Source: an optimization exercise on an open RTL-to-GDS flow (aim: small area, a short achievable clock period and few clock cycles). Production flows keep margins and buffers that such runs may drop. Where RTL was checked, it was by simulation tests only, not by an equivalence proof against the original. No activity file was given, so power comes from the tool's default toggle rates.

== alpha ==
==> module Core, before the edit <==
module Core (
    clk,
    rst,
    init_PC,
    imem_addr,
    imem_rdata,
    dmem_addr,
    dmem_we,
    dmem_wdata,
    dmem_rdata,
    halted
);
input clk;
input rst;
input [7:0] init_PC;
output [7:0] imem_addr;
input [11:0] imem_rdata;
output [7:0] dmem_addr;
output dmem_we;
output [7:0] dmem_wdata;
input [7:0] dmem_rdata;
output reg halted;
reg [7:0] sa;        
reg kill;            
reg [3:0] op;        
reg [7:0] imm;
reg stall;           
reg pend;            
reg z, n;
reg [3:0] cnt;       
reg [7:0] s0, s1;
reg [7:0] below;     
reg e_pushi;         
reg e_ld;            
reg e_pop;           
reg e_st;
reg e_alu;
reg e_sub;
reg e_jmp, e_jz, e_jn;   
wire e_push = e_pushi | e_ld;    
wire ex_taken = e_jmp | (e_jz & z) | (e_jn & n);
assign imem_addr = sa;
assign dmem_addr = imm;
assign dmem_we = e_st;
assign dmem_wdata = s0;
wire [3:0] rop = imem_rdata[11:8];
wire r_halt = rop[3];
wire r_jmp = (rop == 4'd3);
wire r_jz = (rop == 4'd4);
wire r_jn = (rop == 4'd5);
wire capture = ~kill & ~halted & ~stall & ~ex_taken;
wire early_res = e_pushi & (r_jmp | r_jz | r_jn);
wire early_taken = e_pushi & (r_jmp | (r_jz & z) | (r_jn & n));
wire [3:0] nop = stall ? op : rop;
wire nv = stall | (capture & ~r_halt);
wire njres = ~stall & early_res;    
wire n_stall = e_ld & ~r_halt & (rop[3:1] != 3'b000);
wire ngo = nv & ~n_stall;
wire n_full = e_push ? (cnt == 4'd7) : ((e_pop | e_alu) ? 1'b0 : cnt[3]);
wire [7:0] sa_inc = sa + 8'd1;
wire [7:0] alu_b = e_sub ? ~s1 : s1;
wire [7:0] alu_r = s0 + alu_b + {7'd0, e_sub};
wire [7:0] cz = {s0[6:0] | s1[6:0], 1'b0};
wire z_add = &((s0 ^ s1) ~^ cz);
wire z_sub = (s0 == s1);
always @(posedge clk) begin
    if (rst) begin
        sa <= init_PC;
        kill <= 1'b1;
        stall <= 1'b0;
        pend <= 1'b0;
        halted <= 1'b0;
        z <= 1'b0;
        n <= 1'b0;
        cnt <= 4'd0;
        s0 <= 8'd0;
        s1 <= 8'd0;
        e_pushi <= 1'b0;
        e_ld <= 1'b0;
        e_pop <= 1'b0;
        e_st <= 1'b0;
        e_alu <= 1'b0;
        e_jmp <= 1'b0;
        e_jz <= 1'b0;
        e_jn <= 1'b0;
    end else begin
        kill <= ex_taken | early_taken;
        sa <= ({8{ex_taken}} & s0) | ({8{early_taken}} & imm) |
              ({8{n_stall}} & sa) | ({8{~(ex_taken | early_taken | n_stall)}} & sa_inc);
        if (!stall) begin
            op <= rop;
            imm <= imem_rdata[7:0];
        end
        if (capture & r_halt)
            halted <= 1'b1;
        stall <= n_stall;
        pend <= e_ld;
        e_pushi <= ngo & (nop == 4'd0) & ~n_full;
        e_ld <= ngo & (nop == 4'd1) & ~n_full;
        e_pop <= ngo & ((nop[3:1] == 3'b001) | (nop[3:1] == 3'b010));
        e_st <= ngo & (nop == 4'd2);
        e_alu <= ngo & (nop[3:1] == 3'b011);
        e_jmp <= ngo & ~njres & (nop == 4'd3);
        e_jz <= ngo & ~njres & (nop == 4'd4);
        e_jn <= ngo & ~njres & (nop == 4'd5);
        if (e_push)
            cnt <= cnt + 4'd1;
        else if (e_pop & (cnt != 4'd0))
            cnt <= cnt - 4'd1;
        else if (e_alu & (cnt != 4'd1))
            cnt <= (cnt == 4'd0) ? 4'd1 : cnt - 4'd1;
        if (e_pushi)
            s0 <= imm;
        else if (e_pop)
            s0 <= s1;
        else if (e_alu)
            s0 <= alu_r;
        else if (pend)
            s0 <= dmem_rdata;
        if (e_push)
            s1 <= pend ? dmem_rdata : s0;
        else if (e_pop | e_alu)
            s1 <= below;
        if (e_alu) begin
            z <= e_sub ? z_sub : z_add;
            n <= alu_r[7];
        end
    end
end
always @(posedge clk)
    e_sub <= (nop == 4'd7);
reg [7:0] f0, f1, f2, f3, f4, f5;
always @(posedge clk) begin
    if (e_push) begin
        case (cnt)
            4'd2: f0 <= s1;
            4'd3: f1 <= s1;
            4'd4: f2 <= s1;
            4'd5: f3 <= s1;
            4'd6: f4 <= s1;
            4'd7: f5 <= s1;
            default: ;
        endcase
    end
end
always @(*) begin
    case (cnt)
        4'd3: below = f0;
        4'd4: below = f1;
        4'd5: below = f2;
        4'd6: below = f3;
        4'd7: below = f4;
        4'd8: below = f5;
        default: below = 8'd0;
    endcase
end
endmodule
export LEC_CHECK = 0
export ABC_CLOCK_PERIOD_IN_PS = 1800
export CAP_MARGIN = 20
export CORE_MARGIN = 2
export CORE_UTILIZATION = 40
export SETUP_SLACK_MARGIN = 2.0
export SLEW_MARGIN = 20
create_clock -name core_clock -period 4.0 [get_ports {clk}]
standard.sh (not shown) runs the stock make flow with config.mk's settings and CLKGATE_MAP_FILE= SYNTH_SCRIPT=/design/flow/synth_recipe.tcl, a recipe that flattens the netlist after the stock synthesis.
==> flow/flow/run.sh <==
#!/bin/bash
# The standard layout (the standard.sh), except that the port buffers
# are sky130_fd_sc_hd__buf_1 cells rather than the delay buffers that
# buffer_ports picks by default. make's full output goes to standard.log;
# ORFS keeps each step's own log under orfs/logs/.
set -euo pipefail
export BUFFER_PORTS_ARGS="-buffer_cell sky130_fd_sc_hd__buf_1"
bash standard.sh > standard.log 2>&1
Testbench counts of alpha, summed over its fixed seeds: cycles 39,427.
What beta does differently from alpha at the input level:
--- a/flow/design.v
+++ b/flow/design.v
@@ -51,21 +51,22 @@
 wire capture = ~kill & ~halted & ~stall & ~ex_taken;
 wire early_res = e_pushi & (r_jmp | r_jz | r_jn);
 wire early_taken = e_pushi & (r_jmp | (r_jz & z) | (r_jn & n));
 wire [3:0] nop = stall ? op : rop;
 wire nv = stall | (capture & ~r_halt);
 wire njres = ~stall & early_res;    
-wire n_stall = e_ld & ~r_halt & (rop[3:1] != 3'b000);
+wire n_stall = e_ld & ((rop[3:1] == 3'b001) | (rop[3:1] == 3'b010));
 wire ngo = nv & ~n_stall;
 wire n_full = e_push ? (cnt == 4'd7) : ((e_pop | e_alu) ? 1'b0 : cnt[3]);
 wire [7:0] sa_inc = sa + 8'd1;
 wire [7:0] alu_b = e_sub ? ~s1 : s1;
-wire [7:0] alu_r = s0 + alu_b + {7'd0, e_sub};
-wire [7:0] cz = {s0[6:0] | s1[6:0], 1'b0};
-wire z_add = &((s0 ^ s1) ~^ cz);
-wire z_sub = (s0 == s1);
+wire [7:0] alu_a = pend ? dmem_rdata : s0;
+wire [7:0] alu_r = alu_a + alu_b + {7'd0, e_sub};
+wire [7:0] cz = {alu_a[6:0] | s1[6:0], 1'b0};
+wire z_add = &((alu_a ^ s1) ~^ cz);
+wire z_sub = (alu_a == s1);
 always @(posedge clk) begin
     if (rst) begin
         sa <= init_PC;
         kill <= 1'b1;
         stall <= 1'b0;
         pend <= 1'b0;
Results
Taking alpha as the reference, in beta clock power now sits lower, overall routing resource usage now sits lower.
Sort beta and alpha by fraction of area in multi-input gates asc -> top: alpha
Between alpha and beta, utilization increased.
Taking alpha as the reference, in beta number of cell instances on the worst register-to-register path now sits lower, vertical die dimension now sits at about the same level, sequential share of layout area now sits lower.
[diff] tightest slew margin relative to the limit, beta relative to alpha: regression
Multiplexer share of the synthesized area is higher on beta
In beta, the proportion of power drawn by the clock network came out 2.0 points below the value in alpha.
Against alpha, beta reports a effective utilization at floorplan that is higher.
beta vs alpha: growth of design area from synthesis to finish up in beta
No functional check of the RTL was part of beta.

static timing again, ports no longer ideal:
No port has a modelled driver above. Below, the same layouts with a new extraction and two added sets of constraints. Step 1 (the two cells are an assumption about what drives the block):
set clk [get_ports {clk}]
set_driving_cell -lib_cell sky130_fd_sc_hd__clkbuf_16 $clk
set_driving_cell -lib_cell sky130_fd_sc_hd__buf_2 [delete_from_list [all_inputs] $clk]
Step 2 adds t to the input delays and takes it off the output delays; t is the mean of the earliest and latest rising clock arrival at the registers after step 1. Input paths then give back, and output paths get back, about the clock's delay inside the block. Slacks: ideal ports / drivers / drivers and shift; pairs: ideal ports / drivers.
run	t (ns)	setup slack, ns	hold WS [ns]	worst setup path after step 2
alpha	0.388	2.014 / 2.014 / 1.732	0.520 / 0.520 / 0.520	input to register
beta	0.390	1.916 / 1.933 / 1.543	0.508 / 0.508 / 0.508	input to register
After both steps setup and hold are still met in every run listed. The setup slack of beta, which loses most, moves by +0.017 ns with the drivers and by -0.373 ns with both steps.
